This is an optimization exercise on Yosys and OpenROAD, whose aim is small area, not a production implementation. Function was checked by simulation only, so behaviour that the tests miss may differ from the original. Power is estimated from default activity; no workload was simulated.

==> inputs of job 8717 <==
Design my_fifo, start of the top module:
module my_fifo #(
                   parameter DATA_W           = 128      ,         
                   parameter DEPTH            = 5      ,         
                   parameter UPP_TH           = 4      ,         
                   parameter LOW_TH           = 2                
                )
                (
                   input                   clk         ,         
                   input                   rstn        ,         
                   input                   i_wren      ,         
                   input  [DATA_W - 1 : 0] i_wrdata    ,         
                   output                  o_alm_full  ,         
                   output                  o_full      ,         
                   input                   i_rden      ,         
                   output [DATA_W - 1 : 0] o_rddata    ,         
                   output                  o_alm_empty ,         
                   output                  o_empty               
                );
localparam SLOTS = DEPTH - 1;
logic [DATA_W - 1 : 0] head_rg        ;         
logic [DATA_W - 1 : 0] slot_rg [SLOTS];         
logic [SLOTS - 1  : 0] wrptr_rg       ;         
logic [SLOTS - 1  : 0] rdptr_rg       ;         
logic [$clog2(DEPTH) : 0] dcount_rg   ;         
logic wren_s, rden_s, full_s, empty_s, one_s, many_s;
assign full_s  = (dcount_rg == DEPTH);
assign empty_s = (dcount_rg == 0);
assign one_s   = (dcount_rg == 1);
assign many_s  = !empty_s && !one_s;            
assign wren_s  = i_wren & !full_s;
assign rden_s  = i_rden & !empty_s;
logic              head_wr_s, head_hold_s;
logic [SLOTS-1:0]  head_slot_s;
assign head_wr_s   = empty_s | (one_s & i_rden);
  ...
==> module my_fifo, before the edit <==
module my_fifo #(
                   parameter DATA_W           = 128      ,         
                   parameter DEPTH            = 5      ,         
                   parameter UPP_TH           = 4      ,         
                   parameter LOW_TH           = 2                
                )
                (
                   input                   clk         ,         
                   input                   rstn        ,         
                   input                   i_wren      ,         
                   input  [DATA_W - 1 : 0] i_wrdata    ,         
                   output                  o_alm_full  ,         
                   output                  o_full      ,         
                   input                   i_rden      ,         
                   output [DATA_W - 1 : 0] o_rddata    ,         
                   output                  o_alm_empty ,         
                   output                  o_empty               
                );
localparam SLOTS = DEPTH - 1;
logic [DATA_W - 1 : 0] head_rg        ;         
logic [DATA_W - 1 : 0] slot_rg [SLOTS];         
logic [SLOTS - 1  : 0] wrptr_rg       ;         
logic [SLOTS - 1  : 0] rdptr_rg       ;         
logic [$clog2(DEPTH) : 0] dcount_rg   ;         
logic wren_s, rden_s, full_s, empty_s, one_s, many_s;
assign full_s  = (dcount_rg == DEPTH);
assign empty_s = (dcount_rg == 0);
assign one_s   = (dcount_rg == 1);
assign many_s  = !empty_s && !one_s;            
assign wren_s  = i_wren & !full_s;
assign rden_s  = i_rden & !empty_s;
logic              head_wr_s, head_hold_s;
logic [SLOTS-1:0]  head_slot_s;
assign head_wr_s   = empty_s | (one_s & i_rden);
assign head_hold_s = !empty_s & !i_rden;
assign head_slot_s = {SLOTS{many_s & i_rden}} & rdptr_rg;
logic [DATA_W - 1 : 0] head_nx_s, head_a_n, head_b_n;
my_fifo_sel3n #(.W(DATA_W)) u_head_sel_a (
   .s ({head_slot_s[0], head_wr_s, head_hold_s}),
   .d0 (head_rg), .d1 (i_wrdata), .d2 (slot_rg[0]), .o_n (head_a_n)
);
my_fifo_sel3n #(.W(DATA_W)) u_head_sel_b (
   .s (head_slot_s[3:1]),
   .d0 (slot_rg[1]), .d1 (slot_rg[2]), .d2 (slot_rg[3]), .o_n (head_b_n)
);
assign head_nx_s = ~(head_a_n & head_b_n);
always @ (posedge clk) head_rg <= head_nx_s;
always @ (posedge clk) begin
   for (int i = 0; i < SLOTS; i++)
      if (wrptr_rg[i] && !full_s) slot_rg[i] <= i_wrdata;
end
logic slot_wr_s, slot_rd_s;
assign slot_wr_s = wren_s & (many_s | (one_s & !i_rden));
assign slot_rd_s = i_rden & many_s;
always @ (posedge clk) begin
   if (!rstn) begin
      wrptr_rg  <= 1;
      rdptr_rg  <= 1;
      dcount_rg <= 0;
   end
   else begin
      if (slot_wr_s) wrptr_rg <= {wrptr_rg[SLOTS-2:0], wrptr_rg[SLOTS-1]};
      if (slot_rd_s) rdptr_rg <= {rdptr_rg[SLOTS-2:0], rdptr_rg[SLOTS-1]};
      if (wren_s && !rden_s)      dcount_rg <= dcount_rg + 1;
      else if (!wren_s && rden_s) dcount_rg <= dcount_rg - 1;
   end
end
assign o_full      = full_s;
assign o_empty     = empty_s;
assign o_alm_full  = (dcount_rg > UPP_TH);
assign o_alm_empty = (dcount_rg < LOW_TH);
assign o_rddata    = head_rg;
endmodule
==> module my_fifo_sel3n, before the edit <==
module my_fifo_sel3n #(parameter W = 1) (
   input  [2:0]     s,
   input  [W - 1:0] d0, d1, d2,
   output [W - 1:0] o_n
);
assign o_n = ~(({W{s[0]}} & d0) | ({W{s[1]}} & d1) | ({W{s[2]}} & d2));
endmodule
export LEC_CHECK = 0
export CAP_MARGIN = 20
export CORE_MARGIN = 2
export CORE_UTILIZATION = 40
export SLEW_MARGIN = 20
export SYNTH_HIERARCHICAL = 1
create_clock -name core_clock -period 5.0 [get_ports {clk}]
standard.sh (not shown) runs the stock make flow with config.mk's settings and CLKGATE_MAP_FILE= SYNTH_SCRIPT=/design/flow/synth_recipe.tcl, a recipe that flattens the netlist after the stock synthesis.
==> flow/flow/run.sh <==
#!/bin/bash
# Standard ORFS layout with two changes that only save cell area:
#  - port buffers use the smallest buffer (buf_1) instead of the flow's default pick;
#  - CTS uses clkbuf_8 in clusters of up to 16 registers and no dummy loads.
set -euo pipefail
cd "$(dirname "$0")/.."
export BUFFER_PORTS_ARGS="-buffer_cell sky130_fd_sc_hd__buf_1"
export CTS_ARGS="-sink_clustering_enable -repair_clock_nets -dont_use_dummy_load -sink_clustering_size 16 -sink_clustering_max_diameter 60 -buf_list sky130_fd_sc_hd__clkbuf_8"
bash standard.sh finish > standard_flow.log 2>&1
==> inputs of job 8451, as changes to job 8717 <==
==> flow/design.v (replaced) <==
module my_fifo #(
                   parameter DATA_W           = 128      ,         
                   parameter DEPTH            = 5      ,         
                   parameter UPP_TH           = 4      ,         
                   parameter LOW_TH           = 2                
                )
                (
                   input                   clk         ,         
                   input                   rstn        ,         
                   input                   i_wren      ,         
                   input  [DATA_W - 1 : 0] i_wrdata    ,         
                   output                  o_alm_full  ,         
                   output                  o_full      ,         
                   input                   i_rden      ,         
                   output [DATA_W - 1 : 0] o_rddata    ,         
                   output                  o_alm_empty ,         
                   output                  o_empty               
                );
logic [DATA_W - 1 : 0] data_rg [DEPTH] ;         
logic [DEPTH - 1  : 0] wrptr_rg        ;         
logic [DEPTH - 1  : 0] rdptr_rg        ;         
logic [$clog2(DEPTH) : 0] dcount_rg    ;         
logic wren_s, rden_s, full_s, empty_s;
assign full_s  = (dcount_rg == DEPTH);
assign empty_s = (dcount_rg == 0);
assign wren_s  = i_wren & !full_s;
assign rden_s  = i_rden & !empty_s;
always @ (posedge clk) begin
   for (int i = 0; i < DEPTH; i++)
      if (wren_s && wrptr_rg[i]) data_rg[i] <= i_wrdata;
end
always @ (posedge clk) begin
   if (!rstn) begin
      wrptr_rg  <= 1;
      rdptr_rg  <= 1;
      dcount_rg <= 0;
   end
   else begin
      if (wren_s) wrptr_rg <= {wrptr_rg[DEPTH-2:0], wrptr_rg[DEPTH-1]};
      if (rden_s) rdptr_rg <= {rdptr_rg[DEPTH-2:0], rdptr_rg[DEPTH-1]};
      if (wren_s && !rden_s)      dcount_rg <= dcount_rg + 1;
      else if (!wren_s && rden_s) dcount_rg <= dcount_rg - 1;
   end
end
assign o_full      = full_s;
assign o_empty     = empty_s;
assign o_alm_full  = (dcount_rg > UPP_TH);
assign o_alm_empty = (dcount_rg < LOW_TH);
logic [DATA_W - 1 : 0] rddata_s;
always_comb begin
   rddata_s = '0;
   for (int i = 0; i < DEPTH; i++)
      rddata_s = rddata_s | (data_rg[i] & {DATA_W{rdptr_rg[i]}});
end
assign o_rddata = rddata_s;
endmodule
Settings changed: SYNTH_HIERARCHICAL 1 to default.
==> inputs of job 3289, as changes to job 8717 <==
--- a/flow/design.v
+++ b/flow/design.v
@@ -20,12 +20,19 @@
 logic [DATA_W - 1 : 0] head_rg        ;         
 logic [DATA_W - 1 : 0] slot_rg [SLOTS];         
-logic [SLOTS - 1  : 0] wrptr_rg       ;         
-logic [SLOTS - 1  : 0] rdptr_rg       ;         
-logic [$clog2(DEPTH) : 0] dcount_rg   ;         
+logic [1:0] wrptr_rg, rdptr_rg;                
+logic [SLOTS-1:0] wr_oh_s, rd_oh_s;
+assign wr_oh_s = {wrptr_rg[1] & wrptr_rg[0], wrptr_rg[1] & !wrptr_rg[0],
+                  !wrptr_rg[1] & wrptr_rg[0], !(wrptr_rg[1] | wrptr_rg[0])};
+assign rd_oh_s = {rdptr_rg[1] & rdptr_rg[0], rdptr_rg[1] & !rdptr_rg[0],
+                  !rdptr_rg[1] & rdptr_rg[0], !(rdptr_rg[1] | rdptr_rg[0])};
 logic wren_s, rden_s, full_s, empty_s, one_s, many_s;
-assign full_s  = (dcount_rg == DEPTH);
-assign empty_s = (dcount_rg == 0);
-assign one_s   = (dcount_rg == 1);
-assign many_s  = !empty_s && !one_s;            
+logic empty_rg, full_rg;
+logic ptr_eq_s, ptr_near_s;
+assign ptr_eq_s   = (wrptr_rg == rdptr_rg);                    
+assign ptr_near_s = ({wrptr_rg[0], !wrptr_rg[1]} == rdptr_rg);  
+assign full_s  = full_rg;
+assign empty_s = empty_rg;
+assign one_s   = !empty_rg & ptr_eq_s & !full_rg;
+assign many_s  = !ptr_eq_s | full_rg;
 assign wren_s  = i_wren & !full_s;
 assign rden_s  = i_rden & !empty_s;
@@ -34,5 +41,7 @@
 assign head_wr_s   = empty_s | (one_s & i_rden);
 assign head_hold_s = !empty_s & !i_rden;
-assign head_slot_s = {SLOTS{many_s & i_rden}} & rdptr_rg;
+assign head_slot_s = {SLOTS{many_s & i_rden}} & rd_oh_s;
+logic [SLOTS-1:0] slot_en_s;
+assign slot_en_s = wr_oh_s & {SLOTS{!full_s}};
 logic [DATA_W - 1 : 0] head_nx_s, head_a_n, head_b_n;
 my_fifo_sel3n #(.W(DATA_W)) u_head_sel_a (
@@ -48,6 +57,7 @@
 always @ (posedge clk) begin
    for (int i = 0; i < SLOTS; i++)
-      if (wrptr_rg[i] && !full_s) slot_rg[i] <= i_wrdata;
+      if (slot_en_s[i]) slot_rg[i] <= i_wrdata;
 end
+assign o_rddata = head_rg;
 logic slot_wr_s, slot_rd_s;
 assign slot_wr_s = wren_s & (many_s | (one_s & !i_rden));
@@ -55,20 +65,20 @@
 always @ (posedge clk) begin
    if (!rstn) begin
-      wrptr_rg  <= 1;
-      rdptr_rg  <= 1;
-      dcount_rg <= 0;
+      wrptr_rg <= 0;
+      rdptr_rg <= 0;
+      empty_rg <= 1;
+      full_rg  <= 0;
    end
    else begin
-      if (slot_wr_s) wrptr_rg <= {wrptr_rg[SLOTS-2:0], wrptr_rg[SLOTS-1]};
-      if (slot_rd_s) rdptr_rg <= {rdptr_rg[SLOTS-2:0], rdptr_rg[SLOTS-1]};
-      if (wren_s && !rden_s)      dcount_rg <= dcount_rg + 1;
-      else if (!wren_s && rden_s) dcount_rg <= dcount_rg - 1;
+      if (slot_wr_s) wrptr_rg <= {wrptr_rg[0], !wrptr_rg[1]};
+      if (slot_rd_s) rdptr_rg <= {rdptr_rg[0], !rdptr_rg[1]};
+      empty_rg <= empty_rg ? !i_wren : (one_s & i_rden & !i_wren);
+      full_rg  <= full_rg  ? !i_rden : (!empty_rg & ptr_near_s & i_wren & !i_rden);
    end
 end
 assign o_full      = full_s;
 assign o_empty     = empty_s;
-assign o_alm_full  = (dcount_rg > UPP_TH);
-assign o_alm_empty = (dcount_rg < LOW_TH);
-assign o_rddata    = head_rg;
+assign o_alm_full  = full_s;
+assign o_alm_empty = empty_s | one_s;
 endmodule
 module my_fifo_sel3n #(parameter W = 1) (
==> flow/flow/run.sh (replaced) <==
#!/bin/bash
# Standard ORFS layout with two changes that only save cell area:
#  - port buffers use the smallest buffer (buf_1) instead of the flow's default pick;
#  - CTS uses clkbuf_4 in clusters of up to 11 registers and no dummy loads.
set -euo pipefail
cd "$(dirname "$0")/.."
export BUFFER_PORTS_ARGS="-buffer_cell sky130_fd_sc_hd__buf_1"
export CTS_ARGS="-sink_clustering_enable -repair_clock_nets -dont_use_dummy_load -sink_clustering_size 11 -sink_clustering_max_diameter 60 -buf_list sky130_fd_sc_hd__clkbuf_4"
bash standard.sh finish > standard_flow.log 2>&1
Settings changed: CORE_UTILIZATION 40 to 75, PLACE_DENSITY from default to 0.9.
==> summary.txt <==
Share of the synthesized area in the top cell type: job 3289 69.13%; job 8717 68.43%; job 8451 83.73%
Placed instance area: job 3289 23150 um2; job 8717 23890 um2; job 8451 24820 um2
Smallest hold slack: job 3289 0.4206 ns; job 8717 0.4103 ns; job 8451 0.4809 ns
Worst hold path startpoint: job 3289 slot_rg[3][16]$_DFFE_PP_; job 8717 slot_rg[0][50]$_DFFE_PP_; job 8451 wrptr_rg[0]$_SDFFE_PN1N_
Final standard cell utilization of the core: job 3289 80.50%; job 8717 44.46%; job 8451 45.08%
Share of the synthesized netlist area taken by xor and xnor gates: job 3289 0.1575%; job 8717 0.1170%; job 8451 0.07632%
Critical-path cell with the highest stage delay: job 3289 dfxtp_1; job 8717 nor3_1; job 8451 dfxtp_4
Antenna diodes: job 3289 4; job 8717 0; job 8451 5
Vias in the first global route: job 3289 12740; job 8717 12907; job 8451 12215
Post-synthesis instance total: job 3289 1173; job 8717 1193; job 8451 1165
Mapped Area: job 3289 22240 um2; job 8717 22470 um2; job 8451 22950 um2
Outcome: job 3289 no timing/DRC/antenna violations; job 8717 no timing/DRC/antenna violations; job 8451 no timing/DRC/antenna violations
Inverter count of the layout excluding clock inverters: job 3289 5; job 8717 9; job 8451 1
Flip-flop and latch count: job 3289 646; job 8717 652; job 8451 654
Clock group power: job 3289 2.07 mW; job 8717 2.50 mW; job 8451 2.43 mW
Antenna violations before repair: job 3289 7; job 8717 4; job 8451 8
Number of clock buffers in the layout: job 3289 68; job 8717 51; job 8451 50
Initial standard-cell utilization of the core: job 3289 75.64%; job 8717 40.62%; job 8451 40.55%
NumNets Final: job 3289 1565; job 8717 1577; job 8451 1558
Int Pwr: job 3289 7.328 mW; job 8717 9.752 mW; job 8451 7.811 mW
Final period utilization: job 3289 61.59%; job 8717 59.02%; job 8451 72.35%
Fraction of the yosys area taken by sequential cells: job 3289 81.20%; job 8717 80.91%; job 8451 84.95%
Total global-route track usage: job 3289 30.04%; job 8717 17.48%; job 8451 16.45%
Logic depth of the worst path, buffers included: job 3289 4; job 8717 5; job 8451 4
Global Route met2 Usage: job 3289 46.81%; job 8717 28.87%; job 8451 27.24%
Power density over cell area: job 3289 411.3 nW/um2; job 8717 600.3 nW/um2; job 8451 420.3 nW/um2

## what the ideal ports hide
The results above use ideal ports. As a check the final layouts listed here were re-extracted and re-timed, cells and wires unchanged. Step 1 (the two cells are an assumption about what drives the block):
set clk [get_ports {clk}]
set_driving_cell -lib_cell sky130_fd_sc_hd__clkbuf_16 $clk
set_driving_cell -lib_cell sky130_fd_sc_hd__buf_2 [delete_from_list [all_inputs] $clk]
Step 2 adds t to the input delays and takes it off the output delays; t is the mean of the earliest and latest rising clock arrival at the registers after step 1. Input paths then give back, and output paths get back, about the clock's delay inside the block. Slacks: ideal / step 1 / step 2; pairs: ideal / step 1.
| run | t (ns) | setup WS [ns] | hold WS [ns] | slew at the worst register clock pin (ns) | worst slew at a driven data input, ns |
|---|---|---|---|---|---|
| job 8717 | 0.670 | 2.049 / 2.000 / 2.033 | 0.410 / 0.410 / 0.410 | 0.10 / 0.10 | 0.11 |
| job 8451 | 0.682 | 1.382 / 1.329 / 1.898 | 0.481 / 0.481 / 0.481 | 0.10 / 0.10 | 0.09 |
| job 3289 | 0.720 | 1.921 / 1.872 / 1.764 | 0.421 / 0.421 / 0.421 | 0.12 / 0.12 | 0.08 |
After both steps setup and hold are still met in every run listed. The setup slack of job 3289, which loses most, moves by -0.049 ns with the drivers and by -0.157 ns with both steps.
